This is an optimization exercise on Yosys and OpenROAD, whose aim is small area, a short achievable clock period and few clock cycles, not a production implementation. Only simulation tests tie the RTL to the original design; equivalence was not proved. No activity file was given, so power comes from the tool's default toggle rates.

==> design/flow/design.v <==
module parameterized_fft #(
    parameter DATA_WIDTH = 16,
    parameter FFT_POINTS = 8,
    parameter LOG2_FFT_POINTS = $clog2(FFT_POINTS)
)(
    input wire clk,
    input wire rst_n,
    input wire start,
    input wire [DATA_WIDTH-1:0] data_in_real,
    input wire [DATA_WIDTH-1:0] data_in_imag,
    input wire data_valid_in,
    output reg data_ready,
    output wire [(DATA_WIDTH*FFT_POINTS)-1:0] data_out_real,
    output wire [(DATA_WIDTH*FFT_POINTS)-1:0] data_out_imag,
    output reg data_valid_out,
    output reg busy
);
    reg [15:0] sr [0:7];
    reg [15:0] si [0:7];
    reg [15:0] xr, xi;
    reg h5r, h5i, h7r, h7i;
    genvar gk;
    generate for (gk = 0; gk < 8; gk = gk + 1) begin : g_out
        assign data_out_real[16*gk +: 16] = sr[gk];
        assign data_out_imag[16*gk +: 16] = si[gk];
    end endgenerate
    reg loading;             
    reg [2:0] cnt;           
    reg got;                 
    reg [2:0] gcnt;          
    reg [5:1] seq;           
    wire take = loading & data_valid_in;
    always @(posedge clk) begin
        xr <= data_in_real;
        xi <= data_in_imag;
        gcnt <= cnt;
    end
    wire k1 = got & (gcnt == 3'd7);
    always @(posedge clk or negedge rst_n) begin
        if (!rst_n) begin
            loading <= 1'b0;
            cnt <= 3'd0;
            got <= 1'b0;
            seq <= 5'd0;
            busy <= 1'b0;
            data_ready <= 1'b1;
            data_valid_out <= 1'b0;
        end else begin
            got <= take;
            seq <= {seq[4:1], k1};
            if (start) begin
                loading <= 1'b1;
                cnt <= 3'd0;
                busy <= 1'b1;
                data_valid_out <= 1'b0;
            end else if (take) begin
                cnt <= cnt + 3'd1;
                if (cnt == 3'd7) begin
                    loading <= 1'b0;
                    data_ready <= 1'b0;
                end
            end
            if (seq[5]) begin
                busy <= 1'b0;
                data_ready <= 1'b1;
                data_valid_out <= 1'b1;
            end
        end
    end
    wire k2 = seq[1], k3 = seq[2], k4 = seq[3], k5 = seq[4], k6 = seq[5];
    wire pre0 = got & (gcnt == 3'd4);
    wire pre1 = got & (gcnt == 3'd5);
    wire pre2 = got & (gcnt == 3'd6);
    wire ld0 = got & (gcnt == 3'd0);
    wire ld1 = got & (gcnt == 3'd1);
    wire ld2 = got & (gcnt == 3'd2);
    wire ld3 = got & (gcnt == 3'd3);
    function [15:0] sat;
        input [16:0] v;
        sat = (v[16] ^ v[15]) ? {v[16], {15{~v[16]}}} : v[15:0];
    endfunction
    wire u_sa0 = pre0 | k3 | k4, u_sa4 = pre1 | k2, u_sa2 = pre2;    
    wire u_sb6 = k2, u_sb2 = k3, u_sb4 = k4;                          
    wire [15:0] uar = u_sa0 ? sr[0] : u_sa4 ? sr[4] : u_sa2 ? sr[2] : sr[6];
    wire [15:0] uai = u_sa0 ? si[0] : u_sa4 ? si[4] : u_sa2 ? si[2] : si[6];
    wire [15:0] ubr = u_sb6 ? sr[6] : u_sb2 ? sr[2] : u_sb4 ? sr[4] : xr;
    wire [15:0] ubi = u_sb6 ? si[6] : u_sb2 ? si[2] : u_sb4 ? si[4] : xi;
    wire [15:0] utr = (~ubr[15] & (|ubr)) ? ubr - 16'd1 : ubr;
    wire [15:0] uti = (~ubi[15] & (|ubi)) ? ubi - 16'd1 : ubi;
    wire ucr = (ubr == 16'h8000), uci = (ubi == 16'h8000);
    wire [16:0] us1r = {uar[15], uar} + {utr[15], utr} + {16'd0, ucr};
    wire [16:0] us2r = {uar[15], uar} + {~utr[15], ~utr} + {16'd0, ~ucr};
    wire [16:0] us1i = {uai[15], uai} + {uti[15], uti} + {16'd0, uci};
    wire [16:0] us2i = {uai[15], uai} + {~uti[15], ~uti} + {16'd0, ~uci};
    wire [15:0] u1r = sat(us1r), u1i = sat(us1i), u2r = sat(us2r), u2i = sat(us2i);
    wire [7:0] u_top = {1'b0, k1, 1'b0, pre1 | k2, 1'b0, pre2, 1'b0, pre0 | k3 | k4};
    wire [7:0] u_bot = {k1, k2, pre1, k4, pre2, k3, pre0, 1'b0};
    wire v_w2 = k1 | k2 | k4;
    wire [15:0] var_ = (k1 | k6) ? sr[1] : k2 ? sr[5] : k3 ? si[5] : k4 ? sr[2] : sr[3];
    wire [15:0] vai  = (k1 | k6) ? si[1] : k2 ? si[5] : k3 ? si[7] : k4 ? si[2] : si[3];
    wire [15:0] vbr = k1 ? sr[3] : k2 ? sr[7] : (k3 | k6) ? sr[5] : k4 ? sr[6] : si[5];
    wire [15:0] vbi = k1 ? si[3] : k3 ? sr[7] : k4 ? si[6] : k6 ? si[5] : si[7];
    wire [15:0] vtr = v_w2 ? vbi : vbr;
    wire [15:0] vti = v_w2 ? vbr : vbi;
    wire vsw = v_w2 & (vbr != 16'h8000);
    wire [16:0] vs1r = {var_[15], var_} + {vtr[15], vtr};
    wire [16:0] vs2r = {var_[15], var_} - {vtr[15], vtr};
    wire [16:0] vs1i = {vai[15], vai} + {vti[15], vti};
    wire [16:0] vs2i = {vai[15], vai} - {vti[15], vti};
    wire [15:0] v1r = k3 ? vs1r[15:0] : sat(vs1r);
    wire [15:0] v2r = k3 ? vs2r[15:0] : sat(vs2r);
    wire [15:0] v1i = k3 ? vs1i[15:0] : (vsw ? sat(vs2i) : sat(vs1i));
    wire [15:0] v2i = k3 ? vs2i[15:0] : (vsw ? sat(vs1i) : sat(vs2i));
    wire [7:0] v_top = {1'b0, 1'b0, k2 | k3, 1'b0, k5, k4, k1 | k6, 1'b0};
    wire [7:0] v_bot = {k2 | k3 | k5, k4, k6, 1'b0, k1, 1'b0, 1'b0, 1'b0};
    wire [16:0] mx = k4 ? {h7i, si[7]} : {h5r, sr[5]};
    wire [16:0] myv = k4 ? {h5i, si[5]} : {h7r, sr[7]};
    wire [16:0] my = myv ^ {17{k4}};              
    wire [30:0] ex = {{14{mx[16]}}, mx};
    wire [30:0] ey = {{14{my[16]}}, my};
    wire [30:0] kc = k4 ? 31'd23170 : 31'd0;
    wire [30:0] px = (ex << 14) + (ex << 12) + (ex << 11) + (ex << 9) + (ex << 7) + (ex << 1);
    wire [30:0] py = (ey << 14) + (ey << 12) + (ey << 11) + (ey << 9) + (ey << 7) + (ey << 1) + kc;
    wire [15:0] tx = px[30:15], ty = py[30:15];
    integer k;
    always @(posedge clk) begin
        if (k3) begin
            h5r <= vs1r[16]; h5i <= vs1i[16]; h7r <= vs2r[16]; h7i <= vs2i[16];
        end
        for (k = 0; k < 8; k = k + 1) begin
            if (u_top[k]) begin sr[k] <= u1r; si[k] <= u1i; end
            if (u_bot[k]) begin sr[k] <= u2r; si[k] <= u2i; end
            if (v_top[k]) begin sr[k] <= v1r; si[k] <= v1i; end
            if (v_bot[k]) begin sr[k] <= v2r; si[k] <= v2i; end
        end
        if (ld0) begin sr[0] <= xr; si[0] <= xi; end
        if (ld1) begin sr[4] <= xr; si[4] <= xi; end
        if (ld2) begin sr[2] <= xr; si[2] <= xi; end
        if (ld3) begin sr[6] <= xr; si[6] <= xi; end
        if (k4) begin si[5] <= tx; si[7] <= ty; end
        if (k5) begin sr[5] <= tx; si[5] <= ty; end
    end
endmodule
==> design/flow/run.sh <==
#!/bin/bash
# synth_recipe.tcl (not shown) runs the flow's synth.tcl, then flattens the netlist and writes it again
# the make line also repeats each setting of config.mk as NAME=value (left out here)
make -C /OpenROAD-flow-scripts/flow DESIGN_CONFIG=/design/flow/config.mk WORK_HOME=/design/flow/orfs CLKGATE_MAP_FILE= SYNTH_SCRIPT=/design/flow/synth_recipe.tcl finish
==> design/flow/config.mk <==
export PLATFORM = sky130hd
export DESIGN_NAME = parameterized_fft
export DESIGN_NICKNAME = parameterized_fft
export VERILOG_FILES = /design/flow/design.v
export SDC_FILE = /design/flow/constraint.sdc
export NUM_CORES = 4
export LEC_CHECK = 0
export CAP_MARGIN = 20
export CORE_MARGIN = 2
export CORE_UTILIZATION = 40
export SLEW_MARGIN = 20
==> design/flow/constraint.sdc <==
create_clock -name core_clock -period 25.0 [get_ports {clk}]
set_input_delay 5.0000 -clock core_clock [delete_from_list [all_inputs] [get_ports {clk}]]
set_output_delay 5.0000 -clock core_clock [all_outputs]
set_load 0.01 [all_outputs]
==> metrics.csv <==
stage,metric,value,unit
clock_network,clk_latency,620,ps
floorplanning,design.die.area,88400,sq um
clock_network,path_clk_slew,60,ps
pwr,power.share.sequential,0.365,
worst_setup_path,worstSetupStartpointType,register,
global_routing,gr-total-overflow,0,
pwr,peakVddDrop,52.1,uV
drt,wirelength,173000,microns
sta,tightest_slew,1300,ps
sta,drv_slew,0,
yosys,synth_top_family_by_area,compound AO/OA/AOI/OAI gates,
worst_setup_path,timing.critical_path.buf_inv,1,
pwr,p_comb_frac,0.224,
worst_setup_path,critPathRequiredTime,25480,ps
worst_setup_path,critPathSlowestCell,o41ai_2,
clock_network,post_cts_buffers,0,
sta,fin_crit_sh,0.336,
global_routing,grt_usage,0.377,
yosys,synth.area.mux_share,0.0753,
drt,ant_nets,0,
pwr,power.leakage,15.9,nW
floorplanning,die_h,297,microns
floorplanning,io_pins,295,
yosys,synth_adder_area_share,0.159,
sta,timing.final.ws_setup,16610,ps
clock_network,clock-sinks,308,
clock_network,htreeDepth,2,
sta,period_needed,8390,ps
clock_network,tritoncts,done,
yosys,syn_area,34400,sq um
yosys,synth_cell_types,98,
global_routing,antenna_found_initial,10,
yosys,synthArstFlopShare,0.0422,
floorplanning,core_region_area,85300,sq um
yosys,synth-xor-area-share,0.0394,
run_status,outcome,finished clean,
placed_design,gp_congestion,1.07,
worst_setup_path,critPathMostFrequentCell,nor2_1,
cells_and_area,nNetsFinal,4794,
pwr,switchingPower,0.554,mW
floorplanning,chipWidth,297,microns
yosys,yosys_warnings,3,
sta,maxSlewHeadroom,0.126,
drt,dr_total_vias,35500,
worst_setup_path,critPathTopFamily,compound AO/OA/AOI/OAI gates,
placed_design,dp_slack,16800,ps
global_routing,grt_pass1_wl,243000,microns
min_path,hp-class,reg -> reg,
clock_network,cts_made_buffers,42,
cells_and_area,mostFrequentLayoutCells,"nor2_1, nand2_1, a21oi_1",
yosys,synth_area_per_cell,8.05,sq um
global_routing,grt_pass1_vias,32300,
placed_design,port_buffers,294,
worst_setup_path,max_stage_delay,1020,ps
yosys,syn-num-nets,4655,
yosys,ys_seq_elements,308,
sta,rsz0062_at_grt,no,
floorplanning,num_rows,107,
yosys,synth-simple-area-share,0.164,
pwr,internal-power,1.15,mW
cells_and_area,final_common_cell,nor2_1,
sta,whs,413,ps
clock_network,cts_hold_buf,0,
run,drv_cap,0,
pwr,clockPowerShare,0.411,
clock_network,cts_resized,0,
pwr,swShare,0.325,
drt,routedWlPerCell,30.9,microns
drt,dr.pass1.iters,8,
sta,fmax,0.119,GHz
worst_setup_path,critPathKind,reg -> reg,
sta,finClkSkew,28.8,ps
sta,final_hold_viol_count,0,
worst_setup_path,critPathMaxFanout,131,
drt,drc,0,
sta,setup_violations,0,
cells_and_area,drive_above_1_share,0.0578,
worst_setup_path,critical_path_arrival,8870,ps
yosys,synth-edff-count,260,
placed_design,hpwl,134000,microns
sta,fin_tns_setup,0,ps
pwr,pwr_density_cell,42.8,nW/um^2
worst_setup_path,crit_path_end_kind,register,
floorplanning,start_util,0.404,
cells_and_area,areaGrowthSynthToFinish,15.8,%
clock_network,clockBufferDepth,3,
yosys,synth-seq-area-share,0.257,
global_routing,grt_max_degree,132,
yosys,synth_ff_type,edfxtp_1,
clock_network,clockRootBuffer,clkbuf_16,
worst_setup_path,cp_cell_sequence,buf_12 > mux2i_1 > nor2_1 > a21oi_1 > nor2_1 > a21oi_1 > ha_1 > and4_1 > nand4_1 > nand2_1 > xor2_1 > fa_1 > fa_1 > nor2_1 > o311a_1 > o21ai_0 > o41ai_1 > a31oi_1 > mux2_2 > o41ai_2 > o21ai_0 > o211ai_1 > and3_1,
drt,viasPerCell,6.34,
yosys,synthCells,4276,
drt,drtIter0Drc,5273,
yosys,synth-compound-area-share,0.239,
[cell families (layout without fill, tap and decap cells)]
logic type,count (synthesis),count (layout)
compound gates,1302,1302
simple gates,1301,1301
buf+inv,586,758
fa+ha+maj,370,370
flops,308,308
mux,254,254
xor+xnor,155,155
other cells,0,3
[final cells by class]
type	count	area (sq um)
diodes	3	7.51
inverters	317	1190
repair buffers	364	3480
multi-input cells	3382	23400
fillers	8416	45400
clock inverters	30	459
well taps	1144	1430
clock buffers	47	1070
flip-flops and latches	308	8850
[synth_stat cells, types with 41 or more instances]
| cell | count | share of area |
|---|---|---|
| o21ai_0 | 357 | 0.052 |
| nand2_1 | 438 | 0.048 |
| xor2_1 | 41 | 0.010 |
| nor2_1 | 534 | 0.058 |
| edfxtp_1 | 260 | 0.23 |
| nor3_1 | 68 | 0.0099 |
| a21o_1 | 67 | 0.015 |
| a211oi_1 | 41 | 0.0089 |
| o211ai_1 | 49 | 0.011 |
| mux2i_1 | 213 | 0.062 |
| nand3_1 | 51 | 0.0074 |
| xnor2_1 | 114 | 0.029 |
| o21a_1 | 47 | 0.010 |
| inv_1 | 312 | 0.034 |
| ha_1 | 221 | 0.080 |
| a21oi_1 | 374 | 0.054 |
| clkbuf_1 | 193 | 0.021 |
| a31oi_1 | 46 | 0.0084 |
| fa_1 | 122 | 0.071 |
[path summary, 6_finish.rpt]
check / cells after the start / end / start / slack (ps)
max: 23 / si[5][13] / seq[3] / 16610
min: 0 / gcnt[2] / cnt[2] / 410
max reg2reg: 23 / si[5][13] / seq[3] / 16610
min reg2reg: 0 / gcnt[2] / cnt[2] / 410
max in group asynchronous: 1 / seq[3] / rst_n / 19560
min in group asynchronous: 1 / busy / rst_n / 4860
[per-layer routing]
| metal | wire length [microns] | global-route usage |
|---|---|---|
| met5 | 89 | 0 |
| met4 | 11300 | 0.203 |
| met3 | 22700 | 0.114 |
| met2 | 69400 | 0.526 |
| met1 | 69500 | 0.517 |
[sequential cells by signal, summed over array words and instances, names as in the netlist, 3 cells and up]
signal / flops
si: 128
sr: 128
xi: 16
xr: 16
seq: 5
cnt: 3
gcnt: 3
[power by group through the flow]
stage          logic, mW  registers [mW]  clock network [mW]
2_1_floorplan      0.222           0.624                   0
3_3_place_gp       0.364           0.632                   0
3_5_place_dp       0.365           0.632                   0
4_1_cts            0.368           0.621               0.698
5_1_grt            0.408           0.623               0.715
6_report           0.382           0.623               0.700
[metrics by stage]
step | instance area, sq um | power (mW) | util | cells
finish | 39900 | 1.71 | 0.468 | 5595
floorplan | 34400 | 0.846 | - | 4276
CTS | 39900 | 1.69 | 0.467 | 5592
global placement | 38300 | 0.996 | 0.449 | 5515
global route | 39900 | 1.75 | 0.468 | 5593
detailed placement | 38300 | 0.997 | 0.449 | 5515
Testbench counts, summed over its fixed seeds: cycles 4,808.

## separate check: timing with driven ports
In the flow no input, the clock included, has a driving cell. The finished layout below was timed again as built, in two steps.
Step 1 sets driving cells, clkbuf_16 on the clock port and buf_2 on the other inputs (assumed; they add their load-dependent delay and slew).
Step 2 moves the port delays by t, midway between the first and last clock arrival at a register: inputs arrive t later, outputs are due t later. That takes back most of the time a late clock gives input paths.
Three values: no drivers, after step 1, after step 2; two values: the first two.
shift t [ns]: 0.673
slack for setup (ns): 16.607 / 16.607 / 16.607
worst setup path after step 2: register to register
worst register clock-pin slew, ns: 0.07 / 0.07
worst data-port slew with drivers (ns): 0.05
After both steps setup and hold are still met in this run. For this run, drivers alone change the setup slack by 0.000 ns; drivers and shift together by 0.000 ns.
